From an optimization exercise on the open Yosys and OpenROAD flow, aimed at small area, a short achievable clock period and few clock cycles; shortcuts taken in it are not production practice.
The RTL was checked by simulation tests, not by an equivalence proof against the original design.
No activity file was given, so power comes from the tool's default toggle rates.

--- design.v ---
module CONVCOR(clk, rst_n, in_valid, in_a, in_b, in_mode, out_valid, out);
input clk, rst_n, in_valid, in_mode;
input [15:0] in_a, in_b;
output reg out_valid;
output reg signed [35:0] out;
reg m;
reg [3:0] cnt;
reg acc;
wire idle = (cnt == 4'd0);
wire mm = idle ? in_mode : m;
wire last = m ? (cnt == 4'd5) : (cnt == 4'd11);
wire [3:0] ncnt = idle ? {3'd0, in_valid} : (last ? 4'd0 : cnt + 4'd1);
reg [15:0] A1, A2, A3, B1, B2, B3;
wire shift = (cnt[3:2] == 2'b00) && (cnt[1:0] != 2'b11);
always @(posedge clk) begin
  A1 <= shift ? in_a : A3; A2 <= A1; A3 <= A2;
  B1 <= shift ? in_b : B3; B2 <= B1; B3 <= B2;
end
reg [2:0] nax, nay;
reg npx, npy, nacc, nvalid;
always @(*) begin
  nax = 3'b000; nay = 3'b000; npx = 1'b1; npy = 1'b1; nacc = 1'b0; nvalid = 1'b0;
  if (m) begin
    nacc = (cnt == 4'd1) || (cnt == 4'd2);
    nvalid = (cnt == 4'd4);
  end else begin
    case (cnt)
      4'd1: begin npx = 1'b0; npy = 1'b0; nax = 3'b001; nay = 3'b010; end
      4'd2: begin npx = 1'b0; npy = 1'b0; nax = 3'b100; nay = 3'b001; end
      4'd3: begin npx = 1'b0; npy = 1'b0; nax = 3'b100; nay = 3'b100; end
      4'd4: begin npx = 1'b0; npy = 1'b0; nax = 3'b100; nay = 3'b010; end
      4'd5: begin npx = 1'b0; npy = 1'b0; nax = 3'b010; nay = 3'b001; end
      4'd6: begin npx = 1'b0; npy = 1'b0; nax = 3'b010; nay = 3'b100; end
      4'd7: begin npx = 1'b0; npy = 1'b0; nax = 3'b100; nay = 3'b100; end
      default: ;
    endcase
    nacc = (cnt == 4'd2) || (cnt == 4'd4) || (cnt == 4'd5) || (cnt == 4'd7);
    nvalid = (cnt == 4'd2) || (cnt == 4'd4) || (cnt == 4'd7) || (cnt == 4'd9) || (cnt == 4'd10);
  end
  if (idle) begin
    nax = 3'b000; nay = 3'b000; npx = 1'b1; npy = 1'b1; nacc = 1'b0; nvalid = 1'b0;
  end
end
reg [2:0] ax, ay;
reg px, py;
always @(posedge clk) begin
  if (!rst_n) begin
    px <= 1'b1; py <= 1'b1; ax <= 3'b000; ay <= 3'b000;
  end else if (idle) begin
    px <= 1'b1; py <= 1'b1; ax <= 3'b000; ay <= 3'b000;
    if (in_valid && !in_mode) begin px <= 1'b0; ax <= 3'b001; end
  end else begin
    px <= npx; py <= npy; ax <= nax; ay <= nay;
  end
end
wire [15:0] sx = ({16{ax[0]}} & A1) | ({16{ax[1]}} & A2) | ({16{ax[2]}} & A3);
wire [15:0] sy = ({16{ay[0]}} & B1) | ({16{ay[1]}} & B2) | ({16{ay[2]}} & B3);
function [11:0] benc(input [7:0] y);    
  integer k;
  reg ym;
  begin
    for (k = 0; k < 4; k = k + 1) begin
      ym = (k == 0) ? 1'b0 : y[2*k-1];
      benc[k] = y[2*k] ^ ym;
      benc[4+k] = (y[2*k+1] & ~y[2*k] & ~ym) | (~y[2*k+1] & y[2*k] & ym);
      benc[8+k] = y[2*k+1];
    end
  end
endfunction
wire [15:0] ny = py ? in_b : sy;
wire [11:0] ner = benc(ny[15:8]);
wire [11:0] nei = benc(ny[7:0]);
wire [15:0] nx = px ? in_a : sx;
reg [7:0] xr, xi;
reg [3:0] r_one, r_two, r_neg, i_one, i_two, i_nre, i_nim;
always @(posedge clk) begin
  xr <= nx[15:8]; xi <= nx[7:0];
  r_one <= ner[3:0]; r_two <= ner[7:4]; r_neg <= ner[11:8];
  i_one <= nei[3:0]; i_two <= nei[7:4];
  i_nre <= nei[11:8] ^ {4{~mm}};
  i_nim <= nei[11:8] ^ {4{mm}};
end
always @(posedge clk) begin
  if (!rst_n) begin
    cnt <= 4'd0;
    out_valid <= 1'b0;
    acc <= 1'b0;
  end else begin
    cnt <= ncnt;
    m <= mm;
    out_valid <= nvalid;
    acc <= nacc;
  end
end
reg [17:0] cre0, cre1, cim0, cim1;
reg acc2;
wire prr_p0_0 = (r_one[0] & xr[0]) ^ r_neg[0];
wire prr_p0_1 = ((r_one[0] & xr[1]) | (r_two[0] & xr[0])) ^ r_neg[0];
wire prr_p0_2 = ((r_one[0] & xr[2]) | (r_two[0] & xr[1])) ^ r_neg[0];
wire prr_p0_3 = ((r_one[0] & xr[3]) | (r_two[0] & xr[2])) ^ r_neg[0];
wire prr_p0_4 = ((r_one[0] & xr[4]) | (r_two[0] & xr[3])) ^ r_neg[0];
wire prr_p0_5 = ((r_one[0] & xr[5]) | (r_two[0] & xr[4])) ^ r_neg[0];
wire prr_p0_6 = ((r_one[0] & xr[6]) | (r_two[0] & xr[5])) ^ r_neg[0];
wire prr_p0_7 = ((r_one[0] & xr[7]) | (r_two[0] & xr[6])) ^ r_neg[0];
wire prr_p0_8 = ((r_one[0] & xr[7]) | (r_two[0] & xr[7])) ^ r_neg[0];
wire prr_p1_0 = (r_one[1] & xr[0]) ^ r_neg[1];
wire prr_p1_1 = ((r_one[1] & xr[1]) | (r_two[1] & xr[0])) ^ r_neg[1];
wire prr_p1_2 = ((r_one[1] & xr[2]) | (r_two[1] & xr[1])) ^ r_neg[1];
wire prr_p1_3 = ((r_one[1] & xr[3]) | (r_two[1] & xr[2])) ^ r_neg[1];
wire prr_p1_4 = ((r_one[1] & xr[4]) | (r_two[1] & xr[3])) ^ r_neg[1];
wire prr_p1_5 = ((r_one[1] & xr[5]) | (r_two[1] & xr[4])) ^ r_neg[1];
wire prr_p1_6 = ((r_one[1] & xr[6]) | (r_two[1] & xr[5])) ^ r_neg[1];
wire prr_p1_7 = ((r_one[1] & xr[7]) | (r_two[1] & xr[6])) ^ r_neg[1];
wire prr_p1_8 = ((r_one[1] & xr[7]) | (r_two[1] & xr[7])) ^ r_neg[1];
wire prr_p2_0 = (r_one[2] & xr[0]) ^ r_neg[2];
wire prr_p2_1 = ((r_one[2] & xr[1]) | (r_two[2] & xr[0])) ^ r_neg[2];
wire prr_p2_2 = ((r_one[2] & xr[2]) | (r_two[2] & xr[1])) ^ r_neg[2];
wire prr_p2_3 = ((r_one[2] & xr[3]) | (r_two[2] & xr[2])) ^ r_neg[2];
wire prr_p2_4 = ((r_one[2] & xr[4]) | (r_two[2] & xr[3])) ^ r_neg[2];
wire prr_p2_5 = ((r_one[2] & xr[5]) | (r_two[2] & xr[4])) ^ r_neg[2];
wire prr_p2_6 = ((r_one[2] & xr[6]) | (r_two[2] & xr[5])) ^ r_neg[2];
wire prr_p2_7 = ((r_one[2] & xr[7]) | (r_two[2] & xr[6])) ^ r_neg[2];
wire prr_p2_8 = ((r_one[2] & xr[7]) | (r_two[2] & xr[7])) ^ r_neg[2];
wire prr_p3_0 = (r_one[3] & xr[0]) ^ r_neg[3];
wire prr_p3_1 = ((r_one[3] & xr[1]) | (r_two[3] & xr[0])) ^ r_neg[3];
wire prr_p3_2 = ((r_one[3] & xr[2]) | (r_two[3] & xr[1])) ^ r_neg[3];
wire prr_p3_3 = ((r_one[3] & xr[3]) | (r_two[3] & xr[2])) ^ r_neg[3];
wire prr_p3_4 = ((r_one[3] & xr[4]) | (r_two[3] & xr[3])) ^ r_neg[3];
wire prr_p3_5 = ((r_one[3] & xr[5]) | (r_two[3] & xr[4])) ^ r_neg[3];
wire prr_p3_6 = ((r_one[3] & xr[6]) | (r_two[3] & xr[5])) ^ r_neg[3];
wire prr_p3_7 = ((r_one[3] & xr[7]) | (r_two[3] & xr[6])) ^ r_neg[3];
wire prr_p3_8 = ((r_one[3] & xr[7]) | (r_two[3] & xr[7])) ^ r_neg[3];
wire pii_p0_0 = (i_one[0] & xi[0]) ^ i_nre[0];
wire pii_p0_1 = ((i_one[0] & xi[1]) | (i_two[0] & xi[0])) ^ i_nre[0];
wire pii_p0_2 = ((i_one[0] & xi[2]) | (i_two[0] & xi[1])) ^ i_nre[0];
wire pii_p0_3 = ((i_one[0] & xi[3]) | (i_two[0] & xi[2])) ^ i_nre[0];
wire pii_p0_4 = ((i_one[0] & xi[4]) | (i_two[0] & xi[3])) ^ i_nre[0];
wire pii_p0_5 = ((i_one[0] & xi[5]) | (i_two[0] & xi[4])) ^ i_nre[0];
wire pii_p0_6 = ((i_one[0] & xi[6]) | (i_two[0] & xi[5])) ^ i_nre[0];
wire pii_p0_7 = ((i_one[0] & xi[7]) | (i_two[0] & xi[6])) ^ i_nre[0];
wire pii_p0_8 = ((i_one[0] & xi[7]) | (i_two[0] & xi[7])) ^ i_nre[0];
wire pii_p1_0 = (i_one[1] & xi[0]) ^ i_nre[1];
wire pii_p1_1 = ((i_one[1] & xi[1]) | (i_two[1] & xi[0])) ^ i_nre[1];
wire pii_p1_2 = ((i_one[1] & xi[2]) | (i_two[1] & xi[1])) ^ i_nre[1];
wire pii_p1_3 = ((i_one[1] & xi[3]) | (i_two[1] & xi[2])) ^ i_nre[1];
wire pii_p1_4 = ((i_one[1] & xi[4]) | (i_two[1] & xi[3])) ^ i_nre[1];
wire pii_p1_5 = ((i_one[1] & xi[5]) | (i_two[1] & xi[4])) ^ i_nre[1];
wire pii_p1_6 = ((i_one[1] & xi[6]) | (i_two[1] & xi[5])) ^ i_nre[1];
wire pii_p1_7 = ((i_one[1] & xi[7]) | (i_two[1] & xi[6])) ^ i_nre[1];
wire pii_p1_8 = ((i_one[1] & xi[7]) | (i_two[1] & xi[7])) ^ i_nre[1];
wire pii_p2_0 = (i_one[2] & xi[0]) ^ i_nre[2];
wire pii_p2_1 = ((i_one[2] & xi[1]) | (i_two[2] & xi[0])) ^ i_nre[2];
wire pii_p2_2 = ((i_one[2] & xi[2]) | (i_two[2] & xi[1])) ^ i_nre[2];
wire pii_p2_3 = ((i_one[2] & xi[3]) | (i_two[2] & xi[2])) ^ i_nre[2];
wire pii_p2_4 = ((i_one[2] & xi[4]) | (i_two[2] & xi[3])) ^ i_nre[2];
wire pii_p2_5 = ((i_one[2] & xi[5]) | (i_two[2] & xi[4])) ^ i_nre[2];
wire pii_p2_6 = ((i_one[2] & xi[6]) | (i_two[2] & xi[5])) ^ i_nre[2];
wire pii_p2_7 = ((i_one[2] & xi[7]) | (i_two[2] & xi[6])) ^ i_nre[2];
wire pii_p2_8 = ((i_one[2] & xi[7]) | (i_two[2] & xi[7])) ^ i_nre[2];
wire pii_p3_0 = (i_one[3] & xi[0]) ^ i_nre[3];
wire pii_p3_1 = ((i_one[3] & xi[1]) | (i_two[3] & xi[0])) ^ i_nre[3];
wire pii_p3_2 = ((i_one[3] & xi[2]) | (i_two[3] & xi[1])) ^ i_nre[3];
wire pii_p3_3 = ((i_one[3] & xi[3]) | (i_two[3] & xi[2])) ^ i_nre[3];
wire pii_p3_4 = ((i_one[3] & xi[4]) | (i_two[3] & xi[3])) ^ i_nre[3];
wire pii_p3_5 = ((i_one[3] & xi[5]) | (i_two[3] & xi[4])) ^ i_nre[3];
wire pii_p3_6 = ((i_one[3] & xi[6]) | (i_two[3] & xi[5])) ^ i_nre[3];
wire pii_p3_7 = ((i_one[3] & xi[7]) | (i_two[3] & xi[6])) ^ i_nre[3];
wire pii_p3_8 = ((i_one[3] & xi[7]) | (i_two[3] & xi[7])) ^ i_nre[3];
wire pri_p0_0 = (i_one[0] & xr[0]) ^ i_nim[0];
wire pri_p0_1 = ((i_one[0] & xr[1]) | (i_two[0] & xr[0])) ^ i_nim[0];
wire pri_p0_2 = ((i_one[0] & xr[2]) | (i_two[0] & xr[1])) ^ i_nim[0];
wire pri_p0_3 = ((i_one[0] & xr[3]) | (i_two[0] & xr[2])) ^ i_nim[0];
wire pri_p0_4 = ((i_one[0] & xr[4]) | (i_two[0] & xr[3])) ^ i_nim[0];
wire pri_p0_5 = ((i_one[0] & xr[5]) | (i_two[0] & xr[4])) ^ i_nim[0];
wire pri_p0_6 = ((i_one[0] & xr[6]) | (i_two[0] & xr[5])) ^ i_nim[0];
wire pri_p0_7 = ((i_one[0] & xr[7]) | (i_two[0] & xr[6])) ^ i_nim[0];
wire pri_p0_8 = ((i_one[0] & xr[7]) | (i_two[0] & xr[7])) ^ i_nim[0];
wire pri_p1_0 = (i_one[1] & xr[0]) ^ i_nim[1];
wire pri_p1_1 = ((i_one[1] & xr[1]) | (i_two[1] & xr[0])) ^ i_nim[1];
wire pri_p1_2 = ((i_one[1] & xr[2]) | (i_two[1] & xr[1])) ^ i_nim[1];
wire pri_p1_3 = ((i_one[1] & xr[3]) | (i_two[1] & xr[2])) ^ i_nim[1];
wire pri_p1_4 = ((i_one[1] & xr[4]) | (i_two[1] & xr[3])) ^ i_nim[1];
wire pri_p1_5 = ((i_one[1] & xr[5]) | (i_two[1] & xr[4])) ^ i_nim[1];
wire pri_p1_6 = ((i_one[1] & xr[6]) | (i_two[1] & xr[5])) ^ i_nim[1];
wire pri_p1_7 = ((i_one[1] & xr[7]) | (i_two[1] & xr[6])) ^ i_nim[1];
wire pri_p1_8 = ((i_one[1] & xr[7]) | (i_two[1] & xr[7])) ^ i_nim[1];
wire pri_p2_0 = (i_one[2] & xr[0]) ^ i_nim[2];
wire pri_p2_1 = ((i_one[2] & xr[1]) | (i_two[2] & xr[0])) ^ i_nim[2];
wire pri_p2_2 = ((i_one[2] & xr[2]) | (i_two[2] & xr[1])) ^ i_nim[2];
wire pri_p2_3 = ((i_one[2] & xr[3]) | (i_two[2] & xr[2])) ^ i_nim[2];
wire pri_p2_4 = ((i_one[2] & xr[4]) | (i_two[2] & xr[3])) ^ i_nim[2];
wire pri_p2_5 = ((i_one[2] & xr[5]) | (i_two[2] & xr[4])) ^ i_nim[2];
wire pri_p2_6 = ((i_one[2] & xr[6]) | (i_two[2] & xr[5])) ^ i_nim[2];
wire pri_p2_7 = ((i_one[2] & xr[7]) | (i_two[2] & xr[6])) ^ i_nim[2];
wire pri_p2_8 = ((i_one[2] & xr[7]) | (i_two[2] & xr[7])) ^ i_nim[2];
wire pri_p3_0 = (i_one[3] & xr[0]) ^ i_nim[3];
wire pri_p3_1 = ((i_one[3] & xr[1]) | (i_two[3] & xr[0])) ^ i_nim[3];
wire pri_p3_2 = ((i_one[3] & xr[2]) | (i_two[3] & xr[1])) ^ i_nim[3];
wire pri_p3_3 = ((i_one[3] & xr[3]) | (i_two[3] & xr[2])) ^ i_nim[3];
wire pri_p3_4 = ((i_one[3] & xr[4]) | (i_two[3] & xr[3])) ^ i_nim[3];
wire pri_p3_5 = ((i_one[3] & xr[5]) | (i_two[3] & xr[4])) ^ i_nim[3];
wire pri_p3_6 = ((i_one[3] & xr[6]) | (i_two[3] & xr[5])) ^ i_nim[3];
wire pri_p3_7 = ((i_one[3] & xr[7]) | (i_two[3] & xr[6])) ^ i_nim[3];
wire pri_p3_8 = ((i_one[3] & xr[7]) | (i_two[3] & xr[7])) ^ i_nim[3];
wire pir_p0_0 = (r_one[0] & xi[0]) ^ r_neg[0];
wire pir_p0_1 = ((r_one[0] & xi[1]) | (r_two[0] & xi[0])) ^ r_neg[0];
wire pir_p0_2 = ((r_one[0] & xi[2]) | (r_two[0] & xi[1])) ^ r_neg[0];
wire pir_p0_3 = ((r_one[0] & xi[3]) | (r_two[0] & xi[2])) ^ r_neg[0];
wire pir_p0_4 = ((r_one[0] & xi[4]) | (r_two[0] & xi[3])) ^ r_neg[0];
wire pir_p0_5 = ((r_one[0] & xi[5]) | (r_two[0] & xi[4])) ^ r_neg[0];
wire pir_p0_6 = ((r_one[0] & xi[6]) | (r_two[0] & xi[5])) ^ r_neg[0];
wire pir_p0_7 = ((r_one[0] & xi[7]) | (r_two[0] & xi[6])) ^ r_neg[0];
wire pir_p0_8 = ((r_one[0] & xi[7]) | (r_two[0] & xi[7])) ^ r_neg[0];
wire pir_p1_0 = (r_one[1] & xi[0]) ^ r_neg[1];
wire pir_p1_1 = ((r_one[1] & xi[1]) | (r_two[1] & xi[0])) ^ r_neg[1];
wire pir_p1_2 = ((r_one[1] & xi[2]) | (r_two[1] & xi[1])) ^ r_neg[1];
wire pir_p1_3 = ((r_one[1] & xi[3]) | (r_two[1] & xi[2])) ^ r_neg[1];
wire pir_p1_4 = ((r_one[1] & xi[4]) | (r_two[1] & xi[3])) ^ r_neg[1];
wire pir_p1_5 = ((r_one[1] & xi[5]) | (r_two[1] & xi[4])) ^ r_neg[1];
wire pir_p1_6 = ((r_one[1] & xi[6]) | (r_two[1] & xi[5])) ^ r_neg[1];
wire pir_p1_7 = ((r_one[1] & xi[7]) | (r_two[1] & xi[6])) ^ r_neg[1];
wire pir_p1_8 = ((r_one[1] & xi[7]) | (r_two[1] & xi[7])) ^ r_neg[1];
wire pir_p2_0 = (r_one[2] & xi[0]) ^ r_neg[2];
wire pir_p2_1 = ((r_one[2] & xi[1]) | (r_two[2] & xi[0])) ^ r_neg[2];
wire pir_p2_2 = ((r_one[2] & xi[2]) | (r_two[2] & xi[1])) ^ r_neg[2];
wire pir_p2_3 = ((r_one[2] & xi[3]) | (r_two[2] & xi[2])) ^ r_neg[2];
wire pir_p2_4 = ((r_one[2] & xi[4]) | (r_two[2] & xi[3])) ^ r_neg[2];
wire pir_p2_5 = ((r_one[2] & xi[5]) | (r_two[2] & xi[4])) ^ r_neg[2];
wire pir_p2_6 = ((r_one[2] & xi[6]) | (r_two[2] & xi[5])) ^ r_neg[2];
wire pir_p2_7 = ((r_one[2] & xi[7]) | (r_two[2] & xi[6])) ^ r_neg[2];
wire pir_p2_8 = ((r_one[2] & xi[7]) | (r_two[2] & xi[7])) ^ r_neg[2];
wire pir_p3_0 = (r_one[3] & xi[0]) ^ r_neg[3];
wire pir_p3_1 = ((r_one[3] & xi[1]) | (r_two[3] & xi[0])) ^ r_neg[3];
wire pir_p3_2 = ((r_one[3] & xi[2]) | (r_two[3] & xi[1])) ^ r_neg[3];
wire pir_p3_3 = ((r_one[3] & xi[3]) | (r_two[3] & xi[2])) ^ r_neg[3];
wire pir_p3_4 = ((r_one[3] & xi[4]) | (r_two[3] & xi[3])) ^ r_neg[3];
wire pir_p3_5 = ((r_one[3] & xi[5]) | (r_two[3] & xi[4])) ^ r_neg[3];
wire pir_p3_6 = ((r_one[3] & xi[6]) | (r_two[3] & xi[5])) ^ r_neg[3];
wire pir_p3_7 = ((r_one[3] & xi[7]) | (r_two[3] & xi[6])) ^ r_neg[3];
wire pir_p3_8 = ((r_one[3] & xi[7]) | (r_two[3] & xi[7])) ^ r_neg[3];
wire tre_w1 = prr_p0_6 ^ prr_p1_4;
wire tre_w2 = prr_p0_6 & prr_p1_4;
wire tre_w3 = prr_p0_4 ^ prr_p1_2 ^ prr_p2_0;
wire tre_w4 = (prr_p0_4 & prr_p1_2) | (prr_p0_4 & prr_p2_0) | (prr_p1_2 & prr_p2_0);
wire tre_w5 = prr_p0_5 ^ prr_p1_3;
wire tre_w6 = prr_p0_5 & prr_p1_3;
wire tre_w7 = tre_w1 ^ prr_p2_2 ^ prr_p3_0;
wire tre_w8 = (tre_w1 & prr_p2_2) | (tre_w1 & prr_p3_0) | (prr_p2_2 & prr_p3_0);
wire tre_w9 = r_neg[3] ^ pii_p0_6 ^ pii_p1_4;
wire tre_w10 = (r_neg[3] & pii_p0_6) | (r_neg[3] & pii_p1_4) | (pii_p0_6 & pii_p1_4);
wire tre_w11 = tre_w2 ^ prr_p0_7 ^ prr_p1_5;
wire tre_w12 = (tre_w2 & prr_p0_7) | (tre_w2 & prr_p1_5) | (prr_p0_7 & prr_p1_5);
wire tre_w13 = prr_p2_3 ^ prr_p3_1 ^ pii_p0_7;
wire tre_w14 = (prr_p2_3 & prr_p3_1) | (prr_p2_3 & pii_p0_7) | (prr_p3_1 & pii_p0_7);
wire tre_w15 = pii_p1_5 ^ pii_p2_3;
wire tre_w16 = pii_p1_5 & pii_p2_3;
wire tre_w17 = ~(prr_p0_8) ^ prr_p1_6 ^ prr_p2_4;
wire tre_w18 = (~(prr_p0_8) & prr_p1_6) | (~(prr_p0_8) & prr_p2_4) | (prr_p1_6 & prr_p2_4);
wire tre_w19 = prr_p3_2 ^ ~(pii_p0_8) ^ pii_p1_6;
wire tre_w20 = (prr_p3_2 & ~(pii_p0_8)) | (prr_p3_2 & pii_p1_6) | (~(pii_p0_8) & pii_p1_6);
wire tre_w21 = pii_p2_4 ^ pii_p3_2;
wire tre_w22 = pii_p2_4 & pii_p3_2;
wire tre_w23 = prr_p1_7 ^ prr_p2_5 ^ prr_p3_3;
wire tre_w24 = (prr_p1_7 & prr_p2_5) | (prr_p1_7 & prr_p3_3) | (prr_p2_5 & prr_p3_3);
wire tre_w25 = pii_p1_7 ^ pii_p2_5 ^ pii_p3_3;
wire tre_w26 = (pii_p1_7 & pii_p2_5) | (pii_p1_7 & pii_p3_3) | (pii_p2_5 & pii_p3_3);
wire tre_w27 = ~(prr_p1_8) ^ prr_p2_6 ^ prr_p3_4;
wire tre_w28 = (~(prr_p1_8) & prr_p2_6) | (~(prr_p1_8) & prr_p3_4) | (prr_p2_6 & prr_p3_4);
wire tre_w29 = ~(pii_p1_8) ^ pii_p2_6;
wire tre_w30 = ~(pii_p1_8) & pii_p2_6;
wire tre_w31 = prr_p0_2 ^ prr_p1_0 ^ r_neg[1];
wire tre_w32 = (prr_p0_2 & prr_p1_0) | (prr_p0_2 & r_neg[1]) | (prr_p1_0 & r_neg[1]);
wire tre_w33 = prr_p0_3 ^ prr_p1_1;
wire tre_w34 = prr_p0_3 & prr_p1_1;
wire tre_w35 = tre_w3 ^ r_neg[2] ^ pii_p0_4;
wire tre_w36 = (tre_w3 & r_neg[2]) | (tre_w3 & pii_p0_4) | (r_neg[2] & pii_p0_4);
wire tre_w37 = pii_p1_2 ^ pii_p2_0;
wire tre_w38 = pii_p1_2 & pii_p2_0;
wire tre_w39 = tre_w4 ^ tre_w5 ^ prr_p2_1;
wire tre_w40 = (tre_w4 & tre_w5) | (tre_w4 & prr_p2_1) | (tre_w5 & prr_p2_1);
wire tre_w41 = pii_p0_5 ^ pii_p1_3 ^ pii_p2_1;
wire tre_w42 = (pii_p0_5 & pii_p1_3) | (pii_p0_5 & pii_p2_1) | (pii_p1_3 & pii_p2_1);
wire tre_w43 = tre_w6 ^ tre_w7 ^ tre_w9;
wire tre_w44 = (tre_w6 & tre_w7) | (tre_w6 & tre_w9) | (tre_w7 & tre_w9);
wire tre_w45 = pii_p2_2 ^ pii_p3_0 ^ i_nre[3];
wire tre_w46 = (pii_p2_2 & pii_p3_0) | (pii_p2_2 & i_nre[3]) | (pii_p3_0 & i_nre[3]);
wire tre_w47 = tre_w8 ^ tre_w10 ^ tre_w11;
wire tre_w48 = (tre_w8 & tre_w10) | (tre_w8 & tre_w11) | (tre_w10 & tre_w11);
wire tre_w49 = tre_w13 ^ tre_w15 ^ pii_p3_1;
wire tre_w50 = (tre_w13 & tre_w15) | (tre_w13 & pii_p3_1) | (tre_w15 & pii_p3_1);
wire tre_w51 = tre_w12 ^ tre_w14 ^ tre_w16;
wire tre_w52 = (tre_w12 & tre_w14) | (tre_w12 & tre_w16) | (tre_w14 & tre_w16);
wire tre_w53 = tre_w17 ^ tre_w19 ^ tre_w21;
wire tre_w54 = (tre_w17 & tre_w19) | (tre_w17 & tre_w21) | (tre_w19 & tre_w21);
wire tre_w55 = tre_w18 ^ tre_w20 ^ tre_w22;
wire tre_w56 = (tre_w18 & tre_w20) | (tre_w18 & tre_w22) | (tre_w20 & tre_w22);
wire tre_w57 = tre_w23 ^ tre_w25 ^ 1'b1;
wire tre_w58 = (tre_w23 & tre_w25) | (tre_w23 & 1'b1) | (tre_w25 & 1'b1);
wire tre_w59 = tre_w24 ^ tre_w26 ^ tre_w27;
wire tre_w60 = (tre_w24 & tre_w26) | (tre_w24 & tre_w27) | (tre_w26 & tre_w27);
wire tre_w61 = tre_w29 ^ pii_p3_4 ^ 1'b1;
wire tre_w62 = (tre_w29 & pii_p3_4) | (tre_w29 & 1'b1) | (pii_p3_4 & 1'b1);
wire tre_w63 = tre_w28 ^ tre_w30 ^ prr_p2_7;
wire tre_w64 = (tre_w28 & tre_w30) | (tre_w28 & prr_p2_7) | (tre_w30 & prr_p2_7);
wire tre_w65 = prr_p3_5 ^ pii_p2_7 ^ pii_p3_5;
wire tre_w66 = (prr_p3_5 & pii_p2_7) | (prr_p3_5 & pii_p3_5) | (pii_p2_7 & pii_p3_5);
wire tre_w67 = ~(prr_p2_8) ^ prr_p3_6 ^ ~(pii_p2_8);
wire tre_w68 = (~(prr_p2_8) & prr_p3_6) | (~(prr_p2_8) & ~(pii_p2_8)) | (prr_p3_6 & ~(pii_p2_8));
wire tre_w69 = pii_p3_6 ^ 1'b1;
wire tre_w70 = pii_p3_6 & 1'b1;
wire tre_w71 = prr_p0_0 ^ r_neg[0];
wire tre_w72 = prr_p0_0 & r_neg[0];
wire tre_w73 = tre_w31 ^ pii_p0_2;
wire tre_w74 = tre_w31 & pii_p0_2;
wire tre_w75 = tre_w32 ^ tre_w33 ^ pii_p0_3;
wire tre_w76 = (tre_w32 & tre_w33) | (tre_w32 & pii_p0_3) | (tre_w33 & pii_p0_3);
wire tre_w77 = tre_w34 ^ tre_w35 ^ tre_w37;
wire tre_w78 = (tre_w34 & tre_w35) | (tre_w34 & tre_w37) | (tre_w35 & tre_w37);
wire tre_w79 = tre_w36 ^ tre_w38 ^ tre_w39;
wire tre_w80 = (tre_w36 & tre_w38) | (tre_w36 & tre_w39) | (tre_w38 & tre_w39);
wire tre_w81 = tre_w40 ^ tre_w42 ^ tre_w43;
wire tre_w82 = (tre_w40 & tre_w42) | (tre_w40 & tre_w43) | (tre_w42 & tre_w43);
wire tre_w83 = tre_w44 ^ tre_w46 ^ tre_w47;
wire tre_w84 = (tre_w44 & tre_w46) | (tre_w44 & tre_w47) | (tre_w46 & tre_w47);
wire tre_w85 = tre_w48 ^ tre_w50 ^ tre_w51;
wire tre_w86 = (tre_w48 & tre_w50) | (tre_w48 & tre_w51) | (tre_w50 & tre_w51);
wire tre_w87 = tre_w52 ^ tre_w54 ^ tre_w55;
wire tre_w88 = (tre_w52 & tre_w54) | (tre_w52 & tre_w55) | (tre_w54 & tre_w55);
wire tre_w89 = tre_w56 ^ tre_w58 ^ tre_w59;
wire tre_w90 = (tre_w56 & tre_w58) | (tre_w56 & tre_w59) | (tre_w58 & tre_w59);
wire tre_w91 = tre_w60 ^ tre_w62 ^ tre_w63;
wire tre_w92 = (tre_w60 & tre_w62) | (tre_w60 & tre_w63) | (tre_w62 & tre_w63);
wire tre_w93 = tre_w64 ^ tre_w66 ^ tre_w67;
wire tre_w94 = (tre_w64 & tre_w66) | (tre_w64 & tre_w67) | (tre_w66 & tre_w67);
wire tre_w95 = tre_w68 ^ tre_w70 ^ prr_p3_7;
wire tre_w96 = (tre_w68 & tre_w70) | (tre_w68 & prr_p3_7) | (tre_w70 & prr_p3_7);
wire tre_w97 = ~(prr_p3_8) ^ ~(pii_p3_8);
wire tre_w98 = ~(prr_p3_8) & ~(pii_p3_8);
wire tre_w99 = tre_w71 ^ pii_p0_0;
wire tre_w100 = tre_w71 & pii_p0_0;
wire tre_w101 = tre_w72 ^ prr_p0_1 ^ pii_p0_1;
wire tre_w102 = (tre_w72 & prr_p0_1) | (tre_w72 & pii_p0_1) | (prr_p0_1 & pii_p0_1);
wire tre_w103 = tre_w73 ^ pii_p1_0 ^ i_nre[1];
wire tre_w104 = (tre_w73 & pii_p1_0) | (tre_w73 & i_nre[1]) | (pii_p1_0 & i_nre[1]);
wire tre_w105 = tre_w74 ^ tre_w75 ^ pii_p1_1;
wire tre_w106 = (tre_w74 & tre_w75) | (tre_w74 & pii_p1_1) | (tre_w75 & pii_p1_1);
wire tre_w107 = tre_w76 ^ tre_w77 ^ i_nre[2];
wire tre_w108 = (tre_w76 & tre_w77) | (tre_w76 & i_nre[2]) | (tre_w77 & i_nre[2]);
wire tre_w109 = tre_w78 ^ tre_w79 ^ tre_w41;
wire tre_w110 = (tre_w78 & tre_w79) | (tre_w78 & tre_w41) | (tre_w79 & tre_w41);
wire tre_w111 = tre_w80 ^ tre_w81 ^ tre_w45;
wire tre_w112 = (tre_w80 & tre_w81) | (tre_w80 & tre_w45) | (tre_w81 & tre_w45);
wire tre_w113 = tre_w82 ^ tre_w83 ^ tre_w49;
wire tre_w114 = (tre_w82 & tre_w83) | (tre_w82 & tre_w49) | (tre_w83 & tre_w49);
wire tre_w115 = tre_w84 ^ tre_w85 ^ tre_w53;
wire tre_w116 = (tre_w84 & tre_w85) | (tre_w84 & tre_w53) | (tre_w85 & tre_w53);
wire tre_w117 = tre_w86 ^ tre_w87 ^ tre_w57;
wire tre_w118 = (tre_w86 & tre_w87) | (tre_w86 & tre_w57) | (tre_w87 & tre_w57);
wire tre_w119 = tre_w88 ^ tre_w89 ^ tre_w61;
wire tre_w120 = (tre_w88 & tre_w89) | (tre_w88 & tre_w61) | (tre_w89 & tre_w61);
wire tre_w121 = tre_w90 ^ tre_w91 ^ tre_w65;
wire tre_w122 = (tre_w90 & tre_w91) | (tre_w90 & tre_w65) | (tre_w91 & tre_w65);
wire tre_w123 = tre_w92 ^ tre_w93 ^ tre_w69;
wire tre_w124 = (tre_w92 & tre_w93) | (tre_w92 & tre_w69) | (tre_w93 & tre_w69);
wire tre_w125 = tre_w94 ^ tre_w95 ^ pii_p3_7;
wire tre_w126 = (tre_w94 & tre_w95) | (tre_w94 & pii_p3_7) | (tre_w95 & pii_p3_7);
wire tre_w127 = tre_w96 ^ tre_w97 ^ 1'b1;
wire tre_w128 = (tre_w96 & tre_w97) | (tre_w96 & 1'b1) | (tre_w97 & 1'b1);
wire [17:0] tre_r0 = {1'b1, 1'b1, tre_w128, tre_w126, tre_w124, tre_w122, tre_w120, tre_w118, tre_w116, tre_w114, tre_w112, tre_w110, tre_w108, tre_w106, tre_w104, tre_w102, tre_w100, tre_w99};
wire [17:0] tre_r1 = {1'b0, 1'b0, tre_w98, tre_w127, tre_w125, tre_w123, tre_w121, tre_w119, tre_w117, tre_w115, tre_w113, tre_w111, tre_w109, tre_w107, tre_w105, tre_w103, tre_w101, i_nre[0]};
wire tim_w1 = pri_p0_6 ^ pri_p1_4;
wire tim_w2 = pri_p0_6 & pri_p1_4;
wire tim_w3 = pri_p0_4 ^ pri_p1_2 ^ pri_p2_0;
wire tim_w4 = (pri_p0_4 & pri_p1_2) | (pri_p0_4 & pri_p2_0) | (pri_p1_2 & pri_p2_0);
wire tim_w5 = pri_p0_5 ^ pri_p1_3;
wire tim_w6 = pri_p0_5 & pri_p1_3;
wire tim_w7 = tim_w1 ^ pri_p2_2 ^ pri_p3_0;
wire tim_w8 = (tim_w1 & pri_p2_2) | (tim_w1 & pri_p3_0) | (pri_p2_2 & pri_p3_0);
wire tim_w9 = i_nim[3] ^ pir_p0_6 ^ pir_p1_4;
wire tim_w10 = (i_nim[3] & pir_p0_6) | (i_nim[3] & pir_p1_4) | (pir_p0_6 & pir_p1_4);
wire tim_w11 = tim_w2 ^ pri_p0_7 ^ pri_p1_5;
wire tim_w12 = (tim_w2 & pri_p0_7) | (tim_w2 & pri_p1_5) | (pri_p0_7 & pri_p1_5);
wire tim_w13 = pri_p2_3 ^ pri_p3_1 ^ pir_p0_7;
wire tim_w14 = (pri_p2_3 & pri_p3_1) | (pri_p2_3 & pir_p0_7) | (pri_p3_1 & pir_p0_7);
wire tim_w15 = pir_p1_5 ^ pir_p2_3;
wire tim_w16 = pir_p1_5 & pir_p2_3;
wire tim_w17 = ~(pri_p0_8) ^ pri_p1_6 ^ pri_p2_4;
wire tim_w18 = (~(pri_p0_8) & pri_p1_6) | (~(pri_p0_8) & pri_p2_4) | (pri_p1_6 & pri_p2_4);
wire tim_w19 = pri_p3_2 ^ ~(pir_p0_8) ^ pir_p1_6;
wire tim_w20 = (pri_p3_2 & ~(pir_p0_8)) | (pri_p3_2 & pir_p1_6) | (~(pir_p0_8) & pir_p1_6);
wire tim_w21 = pir_p2_4 ^ pir_p3_2;
wire tim_w22 = pir_p2_4 & pir_p3_2;
wire tim_w23 = pri_p1_7 ^ pri_p2_5 ^ pri_p3_3;
wire tim_w24 = (pri_p1_7 & pri_p2_5) | (pri_p1_7 & pri_p3_3) | (pri_p2_5 & pri_p3_3);
wire tim_w25 = pir_p1_7 ^ pir_p2_5 ^ pir_p3_3;
wire tim_w26 = (pir_p1_7 & pir_p2_5) | (pir_p1_7 & pir_p3_3) | (pir_p2_5 & pir_p3_3);
wire tim_w27 = ~(pri_p1_8) ^ pri_p2_6 ^ pri_p3_4;
wire tim_w28 = (~(pri_p1_8) & pri_p2_6) | (~(pri_p1_8) & pri_p3_4) | (pri_p2_6 & pri_p3_4);
wire tim_w29 = ~(pir_p1_8) ^ pir_p2_6;
wire tim_w30 = ~(pir_p1_8) & pir_p2_6;
wire tim_w31 = pri_p0_2 ^ pri_p1_0 ^ i_nim[1];
wire tim_w32 = (pri_p0_2 & pri_p1_0) | (pri_p0_2 & i_nim[1]) | (pri_p1_0 & i_nim[1]);
wire tim_w33 = pri_p0_3 ^ pri_p1_1;
wire tim_w34 = pri_p0_3 & pri_p1_1;
wire tim_w35 = tim_w3 ^ i_nim[2] ^ pir_p0_4;
wire tim_w36 = (tim_w3 & i_nim[2]) | (tim_w3 & pir_p0_4) | (i_nim[2] & pir_p0_4);
wire tim_w37 = pir_p1_2 ^ pir_p2_0;
wire tim_w38 = pir_p1_2 & pir_p2_0;
wire tim_w39 = tim_w4 ^ tim_w5 ^ pri_p2_1;
wire tim_w40 = (tim_w4 & tim_w5) | (tim_w4 & pri_p2_1) | (tim_w5 & pri_p2_1);
wire tim_w41 = pir_p0_5 ^ pir_p1_3 ^ pir_p2_1;
wire tim_w42 = (pir_p0_5 & pir_p1_3) | (pir_p0_5 & pir_p2_1) | (pir_p1_3 & pir_p2_1);
wire tim_w43 = tim_w6 ^ tim_w7 ^ tim_w9;
wire tim_w44 = (tim_w6 & tim_w7) | (tim_w6 & tim_w9) | (tim_w7 & tim_w9);
wire tim_w45 = pir_p2_2 ^ pir_p3_0 ^ r_neg[3];
wire tim_w46 = (pir_p2_2 & pir_p3_0) | (pir_p2_2 & r_neg[3]) | (pir_p3_0 & r_neg[3]);
wire tim_w47 = tim_w8 ^ tim_w10 ^ tim_w11;
wire tim_w48 = (tim_w8 & tim_w10) | (tim_w8 & tim_w11) | (tim_w10 & tim_w11);
wire tim_w49 = tim_w13 ^ tim_w15 ^ pir_p3_1;
wire tim_w50 = (tim_w13 & tim_w15) | (tim_w13 & pir_p3_1) | (tim_w15 & pir_p3_1);
wire tim_w51 = tim_w12 ^ tim_w14 ^ tim_w16;
wire tim_w52 = (tim_w12 & tim_w14) | (tim_w12 & tim_w16) | (tim_w14 & tim_w16);
wire tim_w53 = tim_w17 ^ tim_w19 ^ tim_w21;
wire tim_w54 = (tim_w17 & tim_w19) | (tim_w17 & tim_w21) | (tim_w19 & tim_w21);
wire tim_w55 = tim_w18 ^ tim_w20 ^ tim_w22;
wire tim_w56 = (tim_w18 & tim_w20) | (tim_w18 & tim_w22) | (tim_w20 & tim_w22);
wire tim_w57 = tim_w23 ^ tim_w25 ^ 1'b1;
wire tim_w58 = (tim_w23 & tim_w25) | (tim_w23 & 1'b1) | (tim_w25 & 1'b1);
wire tim_w59 = tim_w24 ^ tim_w26 ^ tim_w27;
wire tim_w60 = (tim_w24 & tim_w26) | (tim_w24 & tim_w27) | (tim_w26 & tim_w27);
wire tim_w61 = tim_w29 ^ pir_p3_4 ^ 1'b1;
wire tim_w62 = (tim_w29 & pir_p3_4) | (tim_w29 & 1'b1) | (pir_p3_4 & 1'b1);
wire tim_w63 = tim_w28 ^ tim_w30 ^ pri_p2_7;
wire tim_w64 = (tim_w28 & tim_w30) | (tim_w28 & pri_p2_7) | (tim_w30 & pri_p2_7);
wire tim_w65 = pri_p3_5 ^ pir_p2_7 ^ pir_p3_5;
wire tim_w66 = (pri_p3_5 & pir_p2_7) | (pri_p3_5 & pir_p3_5) | (pir_p2_7 & pir_p3_5);
wire tim_w67 = ~(pri_p2_8) ^ pri_p3_6 ^ ~(pir_p2_8);
wire tim_w68 = (~(pri_p2_8) & pri_p3_6) | (~(pri_p2_8) & ~(pir_p2_8)) | (pri_p3_6 & ~(pir_p2_8));
wire tim_w69 = pir_p3_6 ^ 1'b1;
wire tim_w70 = pir_p3_6 & 1'b1;
wire tim_w71 = pri_p0_0 ^ i_nim[0];
wire tim_w72 = pri_p0_0 & i_nim[0];
wire tim_w73 = tim_w31 ^ pir_p0_2;
wire tim_w74 = tim_w31 & pir_p0_2;
wire tim_w75 = tim_w32 ^ tim_w33 ^ pir_p0_3;
wire tim_w76 = (tim_w32 & tim_w33) | (tim_w32 & pir_p0_3) | (tim_w33 & pir_p0_3);
wire tim_w77 = tim_w34 ^ tim_w35 ^ tim_w37;
wire tim_w78 = (tim_w34 & tim_w35) | (tim_w34 & tim_w37) | (tim_w35 & tim_w37);
wire tim_w79 = tim_w36 ^ tim_w38 ^ tim_w39;
wire tim_w80 = (tim_w36 & tim_w38) | (tim_w36 & tim_w39) | (tim_w38 & tim_w39);
wire tim_w81 = tim_w40 ^ tim_w42 ^ tim_w43;
wire tim_w82 = (tim_w40 & tim_w42) | (tim_w40 & tim_w43) | (tim_w42 & tim_w43);
wire tim_w83 = tim_w44 ^ tim_w46 ^ tim_w47;
wire tim_w84 = (tim_w44 & tim_w46) | (tim_w44 & tim_w47) | (tim_w46 & tim_w47);
wire tim_w85 = tim_w48 ^ tim_w50 ^ tim_w51;
wire tim_w86 = (tim_w48 & tim_w50) | (tim_w48 & tim_w51) | (tim_w50 & tim_w51);
wire tim_w87 = tim_w52 ^ tim_w54 ^ tim_w55;
wire tim_w88 = (tim_w52 & tim_w54) | (tim_w52 & tim_w55) | (tim_w54 & tim_w55);
wire tim_w89 = tim_w56 ^ tim_w58 ^ tim_w59;
wire tim_w90 = (tim_w56 & tim_w58) | (tim_w56 & tim_w59) | (tim_w58 & tim_w59);
wire tim_w91 = tim_w60 ^ tim_w62 ^ tim_w63;
wire tim_w92 = (tim_w60 & tim_w62) | (tim_w60 & tim_w63) | (tim_w62 & tim_w63);
wire tim_w93 = tim_w64 ^ tim_w66 ^ tim_w67;
wire tim_w94 = (tim_w64 & tim_w66) | (tim_w64 & tim_w67) | (tim_w66 & tim_w67);
wire tim_w95 = tim_w68 ^ tim_w70 ^ pri_p3_7;
wire tim_w96 = (tim_w68 & tim_w70) | (tim_w68 & pri_p3_7) | (tim_w70 & pri_p3_7);
wire tim_w97 = ~(pri_p3_8) ^ ~(pir_p3_8);
wire tim_w98 = ~(pri_p3_8) & ~(pir_p3_8);
wire tim_w99 = tim_w71 ^ pir_p0_0;
wire tim_w100 = tim_w71 & pir_p0_0;
wire tim_w101 = tim_w72 ^ pri_p0_1 ^ pir_p0_1;
wire tim_w102 = (tim_w72 & pri_p0_1) | (tim_w72 & pir_p0_1) | (pri_p0_1 & pir_p0_1);
wire tim_w103 = tim_w73 ^ pir_p1_0 ^ r_neg[1];
wire tim_w104 = (tim_w73 & pir_p1_0) | (tim_w73 & r_neg[1]) | (pir_p1_0 & r_neg[1]);
wire tim_w105 = tim_w74 ^ tim_w75 ^ pir_p1_1;
wire tim_w106 = (tim_w74 & tim_w75) | (tim_w74 & pir_p1_1) | (tim_w75 & pir_p1_1);
wire tim_w107 = tim_w76 ^ tim_w77 ^ r_neg[2];
wire tim_w108 = (tim_w76 & tim_w77) | (tim_w76 & r_neg[2]) | (tim_w77 & r_neg[2]);
wire tim_w109 = tim_w78 ^ tim_w79 ^ tim_w41;
wire tim_w110 = (tim_w78 & tim_w79) | (tim_w78 & tim_w41) | (tim_w79 & tim_w41);
wire tim_w111 = tim_w80 ^ tim_w81 ^ tim_w45;
wire tim_w112 = (tim_w80 & tim_w81) | (tim_w80 & tim_w45) | (tim_w81 & tim_w45);
wire tim_w113 = tim_w82 ^ tim_w83 ^ tim_w49;
wire tim_w114 = (tim_w82 & tim_w83) | (tim_w82 & tim_w49) | (tim_w83 & tim_w49);
wire tim_w115 = tim_w84 ^ tim_w85 ^ tim_w53;
wire tim_w116 = (tim_w84 & tim_w85) | (tim_w84 & tim_w53) | (tim_w85 & tim_w53);
wire tim_w117 = tim_w86 ^ tim_w87 ^ tim_w57;
wire tim_w118 = (tim_w86 & tim_w87) | (tim_w86 & tim_w57) | (tim_w87 & tim_w57);
wire tim_w119 = tim_w88 ^ tim_w89 ^ tim_w61;
wire tim_w120 = (tim_w88 & tim_w89) | (tim_w88 & tim_w61) | (tim_w89 & tim_w61);
wire tim_w121 = tim_w90 ^ tim_w91 ^ tim_w65;
wire tim_w122 = (tim_w90 & tim_w91) | (tim_w90 & tim_w65) | (tim_w91 & tim_w65);
wire tim_w123 = tim_w92 ^ tim_w93 ^ tim_w69;
wire tim_w124 = (tim_w92 & tim_w93) | (tim_w92 & tim_w69) | (tim_w93 & tim_w69);
wire tim_w125 = tim_w94 ^ tim_w95 ^ pir_p3_7;
wire tim_w126 = (tim_w94 & tim_w95) | (tim_w94 & pir_p3_7) | (tim_w95 & pir_p3_7);
wire tim_w127 = tim_w96 ^ tim_w97 ^ 1'b1;
wire tim_w128 = (tim_w96 & tim_w97) | (tim_w96 & 1'b1) | (tim_w97 & 1'b1);
wire [17:0] tim_r0 = {1'b1, 1'b1, tim_w128, tim_w126, tim_w124, tim_w122, tim_w120, tim_w118, tim_w116, tim_w114, tim_w112, tim_w110, tim_w108, tim_w106, tim_w104, tim_w102, tim_w100, tim_w99};
wire [17:0] tim_r1 = {1'b0, 1'b0, tim_w98, tim_w127, tim_w125, tim_w123, tim_w121, tim_w119, tim_w117, tim_w115, tim_w113, tim_w111, tim_w109, tim_w107, tim_w105, tim_w103, tim_w101, r_neg[0]};
always @(posedge clk) begin
  cre0 <= tre_r0; cre1 <= tre_r1;
  cim0 <= tim_r0; cim1 <= tim_r1;
  acc2 <= acc;
end
wire [17:0] are = acc2 ? out[35:18] : 18'd0;
wire [17:0] aim = acc2 ? out[17:0] : 18'd0;
wire [17:0] sre = cre0 + cre1 + are;
wire [17:0] sim = cim0 + cim1 + aim;
always @(posedge clk) out <= {sre, sim};
endmodule
--- standard.sh ---
#!/bin/bash
# synth_recipe.tcl (not shown) runs the flow's synth.tcl, then flattens the netlist and writes it again
# the make line also repeats each setting of config.mk as NAME=value (left out here)
make -C /OpenROAD-flow-scripts/flow DESIGN_CONFIG=/design/flow/config.mk WORK_HOME=/design/flow/orfs CLKGATE_MAP_FILE= SYNTH_SCRIPT=/design/flow/synth_recipe.tcl "${@:-finish}"
--- flow/run.sh ---
#!/bin/bash
set -euo pipefail
bash standard.sh SETUP_SLACK_MARGIN=9 "BUFFER_PORTS_ARGS=-buffer_cell sky130_fd_sc_hd__buf_1" finish > standard_flow.log 2>&1
--- config.mk ---
export PLATFORM = sky130hd
export DESIGN_NAME = CONVCOR
export DESIGN_NICKNAME = CONVCOR
export VERILOG_FILES = /design/flow/design.v
export SDC_FILE = /design/flow/constraint.sdc
export NUM_CORES = 4
export LEC_CHECK = 0
export CAP_MARGIN = 20
export CORE_MARGIN = 2
export CORE_UTILIZATION = 60
export CTS_BUF_LIST = sky130_fd_sc_hd__clkbuf_16
export CTS_CLUSTER_DIAMETER = 150
export CTS_CLUSTER_SIZE = 20
export GPL_TIMING_DRIVEN = 0
export SLEW_MARGIN = 20
--- constraint.sdc ---
create_clock -name core_clock -period 12.5 [get_ports {clk}]
set_input_delay 2.5000 -clock core_clock [delete_from_list [all_inputs] [get_ports {clk}]]
set_output_delay 2.5000 -clock core_clock [all_outputs]
set_load 0.01 [all_outputs]
==> results of run 1 <==
## final cells by class
class / instances / area (um^2) / area share [%]
buffer: 95 / 653 / 4.10
inverter: 159 / 597 / 3.75
sequential: 256 / 5180 / 32.5
clock inverter: 2 / 33.8 / 0.212
multi-input combinational: 852 / 8300 / 52.1
tap: 319 / 399 / 2.51
timing repair buffer: 76 / 337 / 2.11
clock buffer: 17 / 425 / 2.67
## power groups by stage
stage | logic, uW | registers [uW] | clock network (uW)
2_1_floorplan | 1800 | 1220 | 0
3_3_place_gp | 2350 | 1210 | 0
3_5_place_dp | 2400 | 1220 | 0
4_1_cts | 2440 | 1200 | 538
5_1_grt | 2850 | 1220 | 568
6_report | 2440 | 1200 | 523
## per-layer routing
metal / share of wire [%] / vias up / wire length (um) / track usage [%]
met5: 0 / - / 0 / 0
met4: 4.6 / 0 / 1550 / 10.1
met3: 8.5 / 110 / 2880 / 5.90
met2: 45 / 472 / 15300 / 44.2
met1: 42 / 4922 / 14200 / 36.1
li1: - / 4718 / - / -
## state kept, by name, indices dropped and copies added, names as in the netlist, 16 cells and up
signal / flops
out: 36
A1: 16
A2: 16
A3: 16
B1: 16
B2: 16
B3: 16
cim0: 16
cim1: 16
cre0: 16
cre1: 16
## timing repair
| action | 4_1_cts | 5_1_grt |
|---|---|---|
| resized for setup | 106 | 89 |
| buffers inserted | 0 | 4 |
| endpoints found under the setup margin | 62 | 54 |
| pin swaps | 0 | 8 |
## cell families (layout without fill, tap and decap cells)
| family | count (synthesis) | count (layout) | synth area share (%) |
|---|---|---|---|
| flip-flops | 256 | 256 | 35.7 |
| buffers and inverters | 254 | 349 | 6.75 |
| adder cells (fa/ha/maj) | 188 | 188 | 22.9 |
| XOR/XNOR | 183 | 183 | 11.1 |
| AND/OR/NAND/NOR | 151 | 151 | 5.17 |
| multiplexers | 71 | 71 | 5.27 |
| AO/OA/AOI/OAI | 259 | 259 | 13.0 |
## synth_stat cells, drive strengths merged (6+ instances only)
cell    count  share of area [%]
a211oi      6               0.35
mux2i      37                2.6
ha         62                5.4
mux2       34                2.7
a21o       11               0.57
a22oi     113                5.9
buf        16               0.54
nor2       26               0.68
and2       33                1.4
fa        126                 18
nand2      54                1.4
a21oi      34                1.2
nand3       8               0.28
dfxtp     255                 36
inv       159                4.2
a222oi     31                2.2
o21ai      40                1.4
xnor2     113                6.9
clkbuf     79                2.1
xor2       70                4.3
## path summary, 6_finish.rpt
| path | start | end | slack (ns) |
|---|---|---|---|
| setup / recovery | out[24] | out[24] | 9.03 |
| hold / removal | acc | acc2 | 0.33 |
| setup reg to reg | i_one[1] | cim1[6] | 9.07 |
| hold reg to reg | acc | acc2 | 0.33 |
## stage by stage
stage | cells | setup slack (ns) | util (%) | hold WS, ns | area, um^2
2_1_floorplan | 1362 | 9.03 | - | 0.310 | 14400
3_3_place_gp | 1753 | 8.36 | 64.1 | 0.313 | 15100
3_5_place_dp | 1753 | 8.35 | 64.1 | 0.320 | 15100
4_1_cts | 1772 | 8.94 | 67.2 | 0.335 | 15800
5_1_grt | 1776 | 8.93 | 67.8 | 0.349 | 15900
6_report | 1776 | 9.03 | 67.8 | 0.331 | 15900
==> qor.txt, run 1 <==
LOGIC SYNTHESIS
------------------------------------------------------------------------------------------------------
Total standard cell area after synthesis                                                    14400 um^2
Flip-flop cell with the highest count after synthesis                                     sky130_fd_sc_hd__dfxtp_1
Syn Area/Cell                                                                                10.6 um^2
Count of cell types in the netlist                                                                  52
Yosys reg bits                                                                                     256
Number of instances in the synthesized netlist                                                    1362
FFs w/ async S/R, synth                                                                             0%
Synthesized netlist net count                                                                     1586
YS warnings                                                                                          1
Number of enable-type register cells in the synthesized netlist                                      1
Sequential fraction of the synthesis area                                                        35.7%

PLACEMENT
------------------------------------------------------------------------------------------------------
Count of port buffers added during placement                                                        72
Final HPWL DP                                                                                  25.6 mm
Placer congestion estimate                                                                        1.04

CLOCK NETWORK
------------------------------------------------------------------------------------------------------
Clock tree from TritonCTS                                                                         done
Number of clock sinks seen by CTS                                                                  256
Number of buffers added by the clock tree synthesis step                                            16
Clock transition at the register clock pins on the worst setup and hold paths after CTS        0.08 ns
Hold-fix buffer count after cts                                                                      0
Max Root-Sink Buffers                                                                                3
CTS root buf                                                                              sky130_fd_sc_hd__clkbuf_16
Number of H-tree branching levels                                                                    1
Clock insertion delay at the later pin of the skew report                                      0.49 ns

WORST HOLD PATH
------------------------------------------------------------------------------------------------------
Classification of the worst-slack hold path                                               flip-flop to flip-flop
Count of cells along the worst hold path                                                             0

FLOORPLAN
------------------------------------------------------------------------------------------------------
Number of top-level design ports                                                                    73
Row Count                                                                                           56
Die height                                                                                      159 um
Initial Util                                                                                     61.2%
Core Area                                                                                   23500 um^2
Total Die Area                                                                              25200 um^2
Overall die width                                                                               159 um

ROUTING
------------------------------------------------------------------------------------------------------
1st-pass router iterations                                                                           6
Total routed wirelength                                                                        33.9 mm
Via density                                                                                       5.76
Detail-routed net length per standard cell                                                     19.1 um
Number of routed nets with antenna violations                                                        0
Number of design rule violations left after detail routing                                           0
Total number of vias                                                                             10.2k
Number of DRC markers in iteration 0                                                               934

POWER AND IR DROP
------------------------------------------------------------------------------------------------------
Part of the total power dissipated in the clock network                                          12.6%
Switching share of power                                                                         42.0%
Total internal power                                                                           2410 uW
Power per cell area                                                                        261 nW/um^2
Switching power                                                                                1750 uW
Total chip power                                                                               4160 uW
Part of the power in combinational logic                                                         58.6%
P_leak                                                                                      0.00712 uW
Highest ir drop seen on vdd                                                                 0.000155 V
Share of total power in sequential cells                                                         28.8%

GLOBAL ROUTING
------------------------------------------------------------------------------------------------------
Number of global-route vias before repair                                                        10.4k
Largest net degree at the start of global routing                                                   22
Initial antenna violation count                                                                      0
First-pass GRT wire length                                                                     55.0 mm
Global-route usage over all layers                                                               27.3%
Total congestion overflow after global routing                                                       0

CRITICAL PATH
------------------------------------------------------------------------------------------------------
Required time at the endpoint of the critical path                                            10.00 ns
Buffers plus inverters on the worst setup path                                                       1
Crit start category                                                                          flip-flop
R2R depth                                                                                           13
Data arrival at the endpoint of the critical path                                              0.97 ns
Slowest stage cell, crit path                                                             sky130_fd_sc_hd__dfxtp_1
Crit-path leading delay family                                                              flip-flops
Ordered cell list for the critical path                                                          buf_1
Worst Setup Path Type                                                                     flip-flop to output pin
Longest individual stage delay on the worst path                                               0.33 ns
Max FO, Critical Path                                                                                2
Instance count on the critical path                                                                  1
CP Capture Type                                                                             output pin

STA
------------------------------------------------------------------------------------------------------
Sum of negative setup slack                                                                       0 ns
Post-route clock skew                                                                        0.0125 ns
Crit share post-route                                                                            27.7%
Final hold violations                                                                                0
Pin slew with the least headroom to its limit                                                 0.786 ns
Min Tclk post-route                                                                            3.47 ns
Setup repair after global routing missed its margin                                                yes
Slew Limit Headroom                                                                              47.6%
Final number of setup-violating endpoints                                                            0
Final count of pins violating max slew                                                               0
Max Clk Rate                                                                                   288 MHz

FINAL LAYOUT
------------------------------------------------------------------------------------------------------
Most frequent standard cell in the layout excluding fill and tap cells                    sky130_fd_sc_hd__dfxtp_1
Layout Nets                                                                                       1680
Post-synthesis to final-layout area growth                                                       10.8%
Number of antenna repair diodes                                                                      0
Highest-count cells in the layout ignoring fill and taps                                  sky130_fd_sc_hd__dfxtp_1 (230), sky130_fd_sc_hd__inv_1 (160), sky130_fd_sc_hd__fa_1 (126)
Proportion of layout cells with a drive suffix above 1                                           13.2%
Number of filler instances in the final layout                                                    1887

FLOW RUN
------------------------------------------------------------------------------------------------------
Number of max-cap violations                                                                         0

RUN STATUS
------------------------------------------------------------------------------------------------------
Result of the run                                                                         complete, no violations

Testbench counts, summed over its fixed seeds: cycles 14,544.
==> run 2: changes to the inputs <==
--- a/config.mk
+++ b/config.mk
@@ -11,5 +11,4 @@
 export CTS_BUF_LIST = sky130_fd_sc_hd__clkbuf_16
 export CTS_CLUSTER_DIAMETER = 150
 export CTS_CLUSTER_SIZE = 20
-export GPL_TIMING_DRIVEN = 0
 export SLEW_MARGIN = 20
==> run 2 against run 1 <==
  * Still clean
  * Final area down 3.7%
  * Combinational power shrank 7%
  * Die area unchanged
  * Critical path type unchanged
  * Critical endpoint is now out[16]
==> qor.txt, run 2 <==
FLOW RUN
------------------------------------------------------------------------------------------------------
Number of max-cap violations                                                                         0   unchanged

FINAL LAYOUT
------------------------------------------------------------------------------------------------------
Post-synthesis to final-layout area growth                                                       6.65%
Layout Nets                                                                                       1589   -5.4%
Flip-flop count of the largest register, all copies and words added                                 36   unchanged
Proportion of layout cells with a drive suffix above 1                                           11.3%   -1.8 points
Combined area of the multi-input logic cells                                                 8280 um^2   -0.24%
Number of antenna repair diodes                                                                      0   unchanged
Area of all placed cells without fillers                                                    15300 um^2   -3.7%
Highest-count cells in the layout ignoring fill and taps                                  sky130_fd_sc_hd__dfxtp_1 (204), sky130_fd_sc_hd__inv_1 (160), sky130_fd_sc_hd__fa_1 (126)
Largest Register                                                                                   out
Number of filler instances in the final layout                                                    1921   +1.8%
Register area                                                                                5220 um^2   +0.92%
Most frequent standard cell in the layout excluding fill and tap cells                    sky130_fd_sc_hd__dfxtp_1

LOGIC SYNTHESIS
------------------------------------------------------------------------------------------------------
Flip-flop cell with the highest count after synthesis                                     sky130_fd_sc_hd__dfxtp_1
Share of the synthesized area in the top cell type                                               35.5%   unchanged
Cell with the most instances after synthesis                                              sky130_fd_sc_hd__dfxtp_1
YS warnings                                                                                          1   unchanged
Leading cell types by count after synthesis                                               sky130_fd_sc_hd__dfxtp_1 (255), sky130_fd_sc_hd__inv_1 (159), sky130_fd_sc_hd__fa_1 (126)
Total standard cell area after synthesis                                                    14400 um^2   unchanged
Yosys reg bits                                                                                     256   unchanged
Number of instances in the synthesized netlist                                                    1362   unchanged
Count of cell types in the netlist                                                                  52   unchanged
Syn Area/Cell                                                                                10.6 um^2   unchanged
Largest area contributor in the synthesized netlist                                       sky130_fd_sc_hd__dfxtp_1
Synthesized netlist net count                                                                     1586   unchanged
FFs w/ async S/R, synth                                                                             0%   unchanged
Cell types occupying the most area after synthesis                                        sky130_fd_sc_hd__dfxtp_1 (36%), sky130_fd_sc_hd__fa_1 (18%), sky130_fd_sc_hd__xnor2_1 (6.9%), sky130_fd_sc_hd__a22oi_1 (5.9%), sky130_fd_sc_hd__ha_1 (5.4%)
Sequential fraction of the synthesis area                                                        35.7%   unchanged
Number of enable-type register cells in the synthesized netlist                                      1   unchanged

FLOORPLAN
------------------------------------------------------------------------------------------------------
Die height                                                                                      159 um   unchanged
Overall die width                                                                               159 um   unchanged
Core Area                                                                                   23500 um^2   unchanged
Number of top-level design ports                                                                    73   unchanged
Row Count                                                                                           56   unchanged
Total Die Area                                                                              25200 um^2   unchanged
Initial Util                                                                                     61.2%   unchanged

STA
------------------------------------------------------------------------------------------------------
Crit share post-route                                                                            27.7%   about the same
Final number of setup-violating endpoints                                                            0   unchanged
Min Tclk post-route                                                                            3.47 ns   -0.00188 ns
Setup repair after global routing missed its margin                                                yes
Final count of pins violating max slew                                                               0   unchanged
Setup ws final                                                                                 9.03 ns   +0.00188 ns
Post-route clock skew                                                                        0.0129 ns   +0.000455 ns
Slew Limit Headroom                                                                              31.4%   -16 points
Max Clk Rate                                                                                   289 MHz   about the same
Final hold violations                                                                                0   unchanged
Pin slew with the least headroom to its limit                                                  1.03 ns   +0.242 ns
Sum of negative setup slack                                                                       0 ns   unchanged
Minimum hold slack                                                                            0.340 ns   +0.00984 ns

PLACEMENT
------------------------------------------------------------------------------------------------------
Count of port buffers added during placement                                                        72   unchanged
Placer congestion estimate                                                                       0.897   -14%
Final HPWL DP                                                                                  21.6 mm   -16%
Worst Setup Slack post-DPL                                                                     8.76 ns   +0.405 ns
Area of placed instances                                                                    14700 um^2   -2.1%

ROUTING
------------------------------------------------------------------------------------------------------
Total routed wirelength                                                                        29.9 mm   -12%
Detailed route wirelength on metal3                                                            1.69 mm   -41%
Detail-routed net length per standard cell                                                     17.7 um   -7.1%
Total number of vias                                                                              9595   -6.1%
Wl on met1                                                                                     13.4 mm   -5.6%
Via density                                                                                       5.69   -1.1%
1st-pass router iterations                                                                           9   +3
Number of design rule violations left after detail routing                                           0   unchanged
Number of DRC markers in iteration 0                                                               779   -17%
Number of routed nets with antenna violations                                                        0   unchanged
Uppermost signal routing layer after detailed routing                                             met4
Met2 layer wire length in the routed design                                                    14.0 mm   -8.6%

POWER AND IR DROP
------------------------------------------------------------------------------------------------------
Highest ir drop seen on vdd                                                                 0.000134 V   -13%
P_leak                                                                                      0.00677 uW   -4.9%
Power per cell area                                                                        266 nW/um^2   +1.8%

GLOBAL ROUTING
------------------------------------------------------------------------------------------------------
Largest net degree at the start of global routing                                                   25   +14%
Total congestion overflow after global routing                                                       0   unchanged
First-pass GRT wire length                                                                     49.1 mm   -11%
Number of global-route vias before repair                                                         9593   -8.1%
Initial antenna violation count                                                                      0   unchanged
Global-route usage over all layers                                                               23.9%   -3.3 points

CLOCK NETWORK
------------------------------------------------------------------------------------------------------
Clock insertion delay at the later pin of the skew report                                      0.50 ns   about the same
Post-CTS Setup Repair Bufs                                                                           0   unchanged
Clock tree from TritonCTS                                                                         done
Number of clock sinks seen by CTS                                                                  256   unchanged
CTS root buf                                                                              sky130_fd_sc_hd__clkbuf_16
Number of H-tree branching levels                                                                    1   unchanged
Number of buffers added by the clock tree synthesis step                                            16   unchanged
Max Root-Sink Buffers                                                                                3   unchanged
Clock transition at the register clock pins on the worst setup and hold paths after CTS        0.08 ns   about the same

CRITICAL PATH
------------------------------------------------------------------------------------------------------
Data arrival at the endpoint of the critical path                                              0.97 ns   about the same
Worst r2r src                                                                                 r_neg[0]
CP Capture Type                                                                             output pin
Crit start category                                                                          flip-flop
Longest individual stage delay on the worst path                                               0.34 ns   about the same
Worst Setup Path Type                                                                     flip-flop to output pin
Reg2Reg Capture Point                                                                          cre1[6]
Slack of the worst reg-to-reg path                                                             9.10 ns   +0.03 ns
Slowest stage cell, crit path                                                             sky130_fd_sc_hd__dfxtp_2
R2R depth                                                                                           10   -3
Required time at the endpoint of the critical path                                            10.00 ns   about the same
Crit-path leading delay family                                                              flip-flops
Max FO, Critical Path                                                                                3   +1
Ordered cell list for the critical path                                                          buf_2
Buffers plus inverters on the worst setup path                                                       1   unchanged

RUN STATUS
------------------------------------------------------------------------------------------------------
Result of the run                                                                         complete, no violations

WORST HOLD PATH
------------------------------------------------------------------------------------------------------
Count of cells along the worst hold path                                                             0   unchanged
Startpoint of the most critical hold path                                                       A1[15]
Classification of the worst-slack hold path                                               flip-flop to flip-flop
End of the worst hold path                                                                      A2[15]

[run 2: final cells by class]
| class | instances | area share [%] |
|---|---|---|
| Tap cell | 319 | 2.60 |
| Sequential cell | 256 | 34.1 |
| Multi-Input combinational cell | 852 | 54.0 |
| Clock buffer | 16 | 2.61 |
| Clock inverter | 3 | 0.326 |
| Timing Repair Buffer | 80 | 2.48 |
| Inverter | 159 | 3.89 |
[run 2: layer usage]
layer	track usage, %	vias up
met3	3.34	61
met2	40.1	272
met5	0	-
li1	-	4526
met4	7.01	0
met1	32.5	4736
[run 2: how the worst max path moves through the flow]
| stage | cells after the start | start | endpoint | slack, ns |
|---|---|---|---|---|
| floorplan | 13 | i_one[0] | cim1[6] | 9.03 |
| global placement | 10 | r_neg[0] | cre1[6] | 8.77 |
| detailed placement | 10 | r_neg[0] | cre1[6] | 8.76 |
| CTS | 11 | r_two[0] | cre1[6] | 8.94 |
| global route | 10 | r_neg[0] | cre1[6] | 8.95 |
| finish | 1 | out[16] | out[16] | 9.03 |
[run 2: cell families after synthesis]
logic type | after synthesis | synth area share (%)
xor gates and xnor gates | 183 | 11.1
DFF | 256 | 35.7
AOI/OAI and AO/OA | 259 | 13.0
muxes | 71 | 5.27
buffers and inverters | 254 | 6.75
adders and majority gates | 188 | 22.9
and+or+nand+nor | 151 | 5.17
[run 2: repair_timing]
item	CTS	global route
hold buffers	0	0
resized for setup	43	56
endpoints found under the setup margin	35	41
[run 2: metrics by stage]
step / utilization, % / power, uW / cells
finish: 65.3 / 4080 / 1685
floorplan: - / 3010 / 1362
global placement: 62.8 / 3530 / 1666
detailed placement: 62.8 / 3590 / 1666
CTS: 65.0 / 4130 / 1685
global route: 65.3 / 4540 / 1685
[run 2: power by group]
group	leakage [uW]	internal (uW)	switching, uW
logic	0.00438	1020	1260
clock network	0.000224	253	265
registers	0.00216	1090	182

## afterwards: timing with drivers on the ports
Ports are ideal in the flow. The routed layouts listed here were re-timed in OpenROAD.
Step 1 assumes that a clkbuf_16 drives the clock port and a buf_2 every other input.
Step 2 moves the port delays by t, midway between the first and last clock arrival at a register: inputs arrive t later, outputs are due t later. That takes back most of the time a late clock gives input paths.
Slacks: ideal ports / drivers / drivers and shift; pairs: ideal ports / drivers.
run	shift t [ns]	slack for setup (ns)	worst setup path at the end	clock arrival spread, ns
run 1	0.538	9.033 / 8.983 / 8.792	input to register	0.012 / 0.013
run 2	0.542	9.035 / 8.987 / 8.951	input to register	0.014 / 0.014
After both steps setup and hold are still met in every run listed. The setup slack of run 1, which loses most, moves by -0.050 ns with the drivers and by -0.241 ns with both steps.
